This design comes from an exercise in tuning for small area and a short achievable clock period on the open sky130 flow, not from production work.
No activity file was given, so power comes from the tool's default toggle rates.

==> tundra: inputs <==
==> flow/design.v (excerpt) <==
module mproc (input wire clk, reset, input wire [15:0] d_in, output wire [6:0] addr, output wire [15:0] d_out);
  reg pa, pb, pc_;           
  reg [15:0] ir;             
  reg op0;                   
  reg carry;
  reg [6:0] pc;
  reg [15:0] opa, opb;
  reg [7:0] bone, btwo;      
  reg [15:0] ma;             
  reg [15:0] mg, mp;         
  reg mulp;                  
  reg mfwd;                  
  always @(posedge clk) begin
    pa  <= reset | pc_;
    pb  <= ~reset & pa;
    pc_ <= ~reset & pb;
  end
  always @(posedge clk)
    if (pb) ir <= d_in;
  always @(posedge clk)
    if (reset) op0 <= 1'b0;
    else if (pb) op0 <= d_in[9];
  wire ld = ir[15];
  wire is_alu = (ir[15:12] == 4'b0000);
  wire wr = ld | is_alu;
  wire [2:0] rd = ir[8:6];
  wire [2:0] op = {ir[11:10], op0};
  wire is_mul = is_alu & (op == 3'd5);
  wire [15:0] r_sum, r_and, r_or, r_xor, r_shl, r_shr, x, y;
  wire cout;
  alu alu_0 (op, opa, opb, r_sum, r_and, r_or, r_xor, r_shl, r_shr, cout);
  mul16cs mul_0 (ma, bone, btwo, {opb[15], opb[13], opb[11], opb[9], opb[7], opb[5], opb[3], opb[1]}, x, y);
  always @(posedge clk) carry <= cout;
  wire fa_cmp = (rd == ir[2:0]) & (rd != 3'd0);
  wire fb_cmp = (rd == ir[5:3]) & (rd != 3'd0);
  always @(posedge clk) begin
    mg <= x & y;
    mp <= x ^ y;
    mulp <= ~reset & pc_ & is_mul;
    mfwd <= ~reset & pc_ & is_mul & fa_cmp;
  end
  wire [15:0] mc;    
  sk16 psk (mg, mp, mc);
  wire [15:0] prod = mp ^ {mc[14:0], 1'b0};
  wire exe = pc_ & ~reset;
  wire xa = exe & is_alu;
  wire s_ld  = exe & ld;
  wire s_add = xa & (op[2:1] == 2'd0);
  wire s_and = xa & (op == 3'd2);
  wire s_or  = xa & (op == 3'd3);
  wire s_xor = xa & (op == 3'd4);
  wire s_shl = xa & (op == 3'd6);
  wire s_shr = xa & (op == 3'd7);
  wire s_mul = mulp & ~reset;
  wire [15:0] wdata = ({16{s_ld}} & d_in) | ({16{s_add}} & r_sum) | ({16{s_and}} & r_and) |
                      ({16{s_or}} & r_or) | ({16{s_xor}} & r_xor) | ({16{s_shl}} & r_shl) |
                      ({16{s_shr}} & r_shr) | ({16{s_mul}} & prod);
  wire wen = (pc_ & wr & ~is_mul) | mulp;
  wire [7:1] we;
  genvar i;
  generate for (i = 1; i < 8; i = i + 1) begin : g_we
    assign we[i] = reset | (wen & (rd == i));
  end endgenerate
  wire [15:0] qa, qb;
  reg_file rf (clk, we, wdata, d_in[2:0], d_in[5:3], qa, qb);
  ...
clock: 10.0 ns
lec_check: 0
abc_area: 1
cap_margin: 20
core_margin: 2
core_utilization: 40
cts_buf_list: sky130_fd_sc_hd__clkbuf_8
cts_cluster_size: 16
setup_slack_margin: 5
slew_margin: 20
standard.sh (not shown) runs the stock make flow with config.mk's settings and CLKGATE_MAP_FILE= SYNTH_SCRIPT=/design/flow/synth_recipe.tcl, a recipe that flattens the netlist after the stock synthesis.
==> flow/flow/run.sh <==
#!/bin/bash
set -euo pipefail
MARGIN=6.2
sed -e "s/SETUP_SLACK_MARGIN=[0-9.]*/SETUP_SLACK_MARGIN=$MARGIN/" \
    -e "s|CLKGATE_MAP_FILE= |CLKGATE_MAP_FILE= 'BUFFER_PORTS_ARGS=-buffer_cell sky130_fd_sc_hd__buf_2' |" \
    standard.sh > my_standard.sh
bash my_standard.sh > layout.log 2>&1
==> inputs of onyx, as changes to tundra <==
--- a/flow/design.v
+++ b/flow/design.v
@@ -1,8 +1,8 @@
-module mul16cs (input wire [15:0] a, input wire [7:0] one, two, neg, output wire [15:0] x, y);
+module mul16lo_b (input wire [15:0] a, input wire [7:0] one, two, neg, output wire [15:0] p);
   wire pp0_0 = ((one[0] & a[0]) | (two[0] & 1'b0)) ^ neg[0];
   wire pp0_1 = ((one[0] & a[1]) | (two[0] & a[0])) ^ neg[0];
   wire pp0_2 = ((one[0] & a[2]) | (two[0] & a[1])) ^ neg[0];
   wire pp0_3 = ((one[0] & a[3]) | (two[0] & a[2])) ^ neg[0];
   wire pp0_4 = ((one[0] & a[4]) | (two[0] & a[3])) ^ neg[0];
   wire pp0_5 = ((one[0] & a[5]) | (two[0] & a[4])) ^ neg[0];
   wire pp0_6 = ((one[0] & a[6]) | (two[0] & a[5])) ^ neg[0];
@@ -172,41 +172,53 @@
   wire s52 = s38 ^ c21 ^ c37;
   wire c52 = (s38 & c21) | (s38 & c37) | (c21 & c37);
   wire s53 = s39 ^ c23 ^ c38;
   wire c53 = (s39 & c23) | (s39 & c38) | (c23 & c38);
   wire s54 = s40 ^ c25 ^ c39;
   wire c54 = (s40 & c25) | (s40 & c39) | (c25 & c39);
   wire s55 = s41 ^ c27 ^ c40;
-  assign x = {s55, s54, s53, s52, s51, s50, s49, s48, s47, s46, s45, s44, s43, s42, pp0_1, pp0_0};
-  assign y = {c54, c53, c52, c51, c50, c49, c48, c47, c46, c45, c44, c43, c42, neg[1], 1'b0, neg[0]};
+  wire [15:0] x = {s55, s54, s53, s52, s51, s50, s49, s48, s47, s46, s45, s44, s43, s42, pp0_1, pp0_0};
+  wire [15:0] y = {c54, c53, c52, c51, c50, c49, c48, c47, c46, c45, c44, c43, c42, neg[1], 1'b0, neg[0]};
+  assign p = x + y;
 endmodule
-module alu (input wire [2:0] op, input wire [15:0] a, b,
-  output wire [15:0] s, g, o_or, p, sh, shrq, output wire cout);
-  wire binv = op[0];
+module alu (input wire [2:0] op, input wire binv, input wire [15:0] a, b,
+  output wire [15:0] o, output wire cout);
   wire [15:0] bx = b ^ {16{binv}};
-  assign g = a & bx;
-  assign p = a ^ bx;
+  wire [15:0] g = a & bx;
+  wire [15:0] p = a ^ bx;
   wire [15:0] c;    
   bk16 bk (g, p, binv, c);
-  assign s = p ^ {c[14:0], binv};
-  assign o_or = a | ~p;
+  wire [15:0] s = p ^ {c[14:0], binv};
   assign cout = c[15];
   wire [3:0] n = b[3:0];
   wire [15:0] ar;
   genvar k;
   generate for (k = 0; k < 16; k = k + 1) begin : rv
     assign ar[k] = a[15-k];
   end endgenerate
   wire [15:0] si = op[0] ? ar : a;
-  assign sh = si << n;
+  wire [15:0] sh = si << n;
   wire [15:0] shr;
   generate for (k = 0; k < 16; k = k + 1) begin : rv2
     assign shr[k] = sh[15-k];
   end endgenerate
-  assign shrq = {shr[15:10], shr[9] & (n != 4'd6), shr[8] & (n != 4'd7), shr[7:0]};
+  wire [15:0] shrq = {shr[15:10], shr[9] & (n != 4'd6), shr[8] & (n != 4'd7), shr[7:0]};
+  reg [15:0] r;
+  always @(*) begin
+    case (op)
+      3'd0, 3'd1: r = s;
+      3'd2: r = g;
+      3'd3: r = g | p;
+      3'd4: r = p;
+      3'd6: r = sh;
+      3'd7: r = shrq;
+      default: r = 16'h0000;
+    endcase
+  end
+  assign o = r;
 endmodule
 module bk16 (input wire [15:0] g, p, input wire ci, output wire [15:0] c);
   wire [15:0] g0 = {g[15:1], g[0] | (p[0] & ci)};
   wire [7:0] g1, p1;
   genvar k;
   generate for (k = 0; k < 8; k = k + 1) begin : l1
     assign g1[k] = g0[2*k+1] | (p[2*k+1] & g0[2*k]);
@@ -245,34 +257,14 @@
   genvar k;
   generate for (k = 0; k < 8; k = k + 1) begin : g
     assign neg[k] = bb[2*k+2];
     assign one[k] = bb[2*k+1] ^ bb[2*k];
     assign two[k] = (bb[2*k+2] & ~bb[2*k+1] & ~bb[2*k]) | (~bb[2*k+2] & bb[2*k+1] & bb[2*k]);
   end endgenerate
 endmodule
-module sk16 (input wire [15:0] g, p, output wire [15:0] c);
-  wire [15:0] G [0:4];
-  wire [15:0] P [0:4];
-  assign G[0] = g;
-  assign P[0] = p;
-  genvar l, k;
-  generate for (l = 1; l <= 4; l = l + 1) begin : lv
-    for (k = 0; k < 16; k = k + 1) begin : b
-      if ((k >> (l - 1)) & 1) begin : m
-        localparam integer J = ((k >> (l - 1)) << (l - 1)) - 1;
-        assign G[l][k] = G[l-1][k] | (P[l-1][k] & G[l-1][J]);
-        assign P[l][k] = P[l-1][k] & P[l-1][J];
-      end else begin : t
-        assign G[l][k] = G[l-1][k];
-        assign P[l][k] = P[l-1][k];
-      end
-    end
-  end endgenerate
-  assign c = G[4];
-endmodule
 module reg_file (input wire clk, input wire [7:1] we, input wire [15:0] wdata,
   input wire [2:0] ra, rb, output wire [15:0] qa, qb);
   reg [15:0] r [1:7];
   integer n;
   always @(posedge clk)
     for (n = 1; n < 8; n = n + 1)
       if (we[n]) r[n] <= wdata;
@@ -290,90 +282,64 @@
 module mproc (input wire clk, reset, input wire [15:0] d_in, output wire [6:0] addr, output wire [15:0] d_out);
   reg pa, pb, pc_;           
   reg [15:0] ir;             
   reg op0;                   
   reg carry;
   reg [6:0] pc;
   reg [15:0] opa, opb;
-  reg [7:0] bone, btwo;      
+  reg [7:0] bone, btwo, bneg;  
   reg [15:0] ma;             
-  reg [15:0] mg, mp;         
-  reg mulp;                  
-  reg mfwd;                  
   always @(posedge clk) begin
     pa  <= reset | pc_;
     pb  <= ~reset & pa;
     pc_ <= ~reset & pb;
   end
-  always @(posedge clk)
-    if (pb) ir <= d_in;
+  always @(posedge clk) ir <= d_in;
   always @(posedge clk)
     if (reset) op0 <= 1'b0;
     else if (pb) op0 <= d_in[9];
   wire ld = ir[15];
   wire is_alu = (ir[15:12] == 4'b0000);
   wire wr = ld | is_alu;
   wire [2:0] rd = ir[8:6];
-  wire [2:0] op = {ir[11:10], op0};
-  wire is_mul = is_alu & (op == 3'd5);
-  wire [15:0] r_sum, r_and, r_or, r_xor, r_shl, r_shr, x, y;
+  wire [15:0] alu_o, mul;
   wire cout;
-  alu alu_0 (op, opa, opb, r_sum, r_and, r_or, r_xor, r_shl, r_shr, cout);
-  mul16cs mul_0 (ma, bone, btwo, {opb[15], opb[13], opb[11], opb[9], opb[7], opb[5], opb[3], opb[1]}, x, y);
+  alu alu_0 ({ir[11:10], op0}, pc_ ? ({ir[11:10], op0} == 3'd1) : op0, opa, opb, alu_o, cout);
+  mul16lo_b mul_0 (ma, bone, btwo, bneg, mul);
   always @(posedge clk) carry <= cout;
-  wire fa_cmp = (rd == ir[2:0]) & (rd != 3'd0);
-  wire fb_cmp = (rd == ir[5:3]) & (rd != 3'd0);
-  always @(posedge clk) begin
-    mg <= x & y;
-    mp <= x ^ y;
-    mulp <= ~reset & pc_ & is_mul;
-    mfwd <= ~reset & pc_ & is_mul & fa_cmp;
-  end
-  wire [15:0] mc;    
-  sk16 psk (mg, mp, mc);
-  wire [15:0] prod = mp ^ {mc[14:0], 1'b0};
-  wire exe = pc_ & ~reset;
-  wire xa = exe & is_alu;
-  wire s_ld  = exe & ld;
-  wire s_add = xa & (op[2:1] == 2'd0);
-  wire s_and = xa & (op == 3'd2);
-  wire s_or  = xa & (op == 3'd3);
-  wire s_xor = xa & (op == 3'd4);
-  wire s_shl = xa & (op == 3'd6);
-  wire s_shr = xa & (op == 3'd7);
-  wire s_mul = mulp & ~reset;
-  wire [15:0] wdata = ({16{s_ld}} & d_in) | ({16{s_add}} & r_sum) | ({16{s_and}} & r_and) |
-                      ({16{s_or}} & r_or) | ({16{s_xor}} & r_xor) | ({16{s_shl}} & r_shl) |
-                      ({16{s_shr}} & r_shr) | ({16{s_mul}} & prod);
-  wire wen = (pc_ & wr & ~is_mul) | mulp;
+  wire sel_mul = pc_ & is_alu & ({ir[11:10], op0} == 3'd5) & ~reset;
+  wire [15:0] other = reset ? 16'h0000 : (ld ? d_in : alu_o);
+  wire [15:0] wdata = sel_mul ? mul : other;
+  wire wen = pc_ & wr;
   wire [7:1] we;
   genvar i;
   generate for (i = 1; i < 8; i = i + 1) begin : g_we
     assign we[i] = reset | (wen & (rd == i));
   end endgenerate
   wire [15:0] qa, qb;
   reg_file rf (clk, we, wdata, d_in[2:0], d_in[5:3], qa, qb);
   wire [7:0] one_n, two_n, neg_n;
   booth_enc enc (qb, one_n, two_n, neg_n);
   always @(posedge clk) begin
     bone <= one_n;
     btwo <= two_n;
+    bneg <= neg_n;
     ma <= qa;
   end
   wire ldop = pb & ~reset;
-  wire fwa = wen & fa_cmp;
-  wire fwb = wen & fb_cmp;
-  wire [15:0] opa_d = wdata | ({16{ldop}} & qa);
-  wire [15:0] opb_d = wdata | ({16{ldop}} & qb);
+  wire fwa = wen & (rd == ir[2:0]) & (rd != 3'd0);
+  wire fwb = wen & (rd == ir[5:3]) & (rd != 3'd0);
+  wire [15:0] opa_d = sel_mul ? mul : (ldop ? qa : other);
+  wire [15:0] opb_d = sel_mul ? mul : (ldop ? qb : other);
   always @(posedge clk) begin
     if (ldop | reset | fwa) opa <= opa_d;
     if (ldop | reset | fwb) opb <= opb_d;
   end
   wire j = pc_ & ir[14] & carry;
   wire [6:0] delta = ld ? (j ? 7'h7f : 7'h01) : (j ? (~ir[6:0] + 7'h01) : 7'h00);
   always @(posedge clk)
     if (reset) pc <= 7'h00;
     else if (pa) pc <= pc + 7'h01;
     else if (pc_) pc <= pc + delta;
   assign addr = pc;
-  assign d_out = mfwd ? prod : opa;
+  assign d_out = opa;
 endmodule
==> flow/flow/run.sh (replaced) <==
#!/bin/bash
set -euo pipefail
MARGIN=6.0
sed -e "s/SETUP_SLACK_MARGIN=[0-9.]*/SETUP_SLACK_MARGIN=$MARGIN/" \
    -e "s|CLKGATE_MAP_FILE= |CLKGATE_MAP_FILE= 'BUFFER_PORTS_ARGS=-buffer_cell sky130_fd_sc_hd__buf_2' |" \
    standard.sh > my_standard.sh
bash my_standard.sh > layout.log 2>&1
- ABC_AREA: 1 -> not set
- CTS_BUF_LIST: sky130_fd_sc_hd__clkbuf_8 -> not set
- CTS_CLUSTER_SIZE: 16 -> not set
==> qor summary <==
Run status: onyx timing/DRC/antenna clean; tundra timing/DRC/antenna clean
Comb group: onyx 4.53 mW; tundra 1.37 mW
Final worst-path setup slack: onyx 5520 ps; tundra 5890 ps
Crit Path Category: onyx reg2reg; tundra reg2out
Xor-xnor portion of the synthesized cell area: onyx 7.77%; tundra 5.84%
Buffers inserted by post-CTS timing repair: onyx 30; tundra 27
Measured slew at the worst slew-check pin: onyx 1060 ps; tundra 1170 ps
Area share of and/or/nand/nor cells after synthesis: onyx 9.27%; tundra 25.2%
Critical Path Start: onyx ma[10]; tundra mp[1]
Flop2flop setup slack: onyx 5520 ps; tundra 6230 ps
DRC violation total after the first TritonRoute iteration: onyx 1544; tundra 1904
Portion of netlist area occupied by mux cells: onyx 11.0%; tundra 0.144%
Fraction of standard cell area in multi-input logic: onyx 53.4%; tundra 47.0%
Non-Filler Instances: onyx 2011; tundra 2556
Met1 routed wirelength after detailed routing: onyx 20.2 mm; tundra 22.9 mm
No run of this note included a check of the RTL's function; only the layout flow was run.

[port drivers added, routing unchanged]
In the flow no input, the clock included, has a driving cell. The finished layouts below were timed again as built, in two steps. Step 1: set_driving_cell puts a clkbuf_16 on clk and a buf_2 on each other input, an assumption about the parent block. Step 2 also shifts input and output timing later by t, the mid clock arrival at the registers, as if the neighbouring blocks saw the same clock. a / b / c = no drivers / after step 1 / after step 2; a / b = the first two.
run | shift t [ns] | setup WS [ns] | worst hold slack (ns) | worst setup path after step 2 | slew at the worst register clock pin (ns)
tundra | 0.635 | 5.893 / 5.844 / 5.606 | 0.527 / 0.527 / 0.527 | input to register | 0.07 / 0.07
onyx | 0.571 | 5.520 / 5.520 / 5.520 | 0.479 / 0.479 / 0.479 | register to register | 0.07 / 0.07
After both steps setup and hold are still met in every run listed. The setup slack of tundra, which loses most, moves by -0.049 ns with the drivers and by -0.287 ns with both steps.
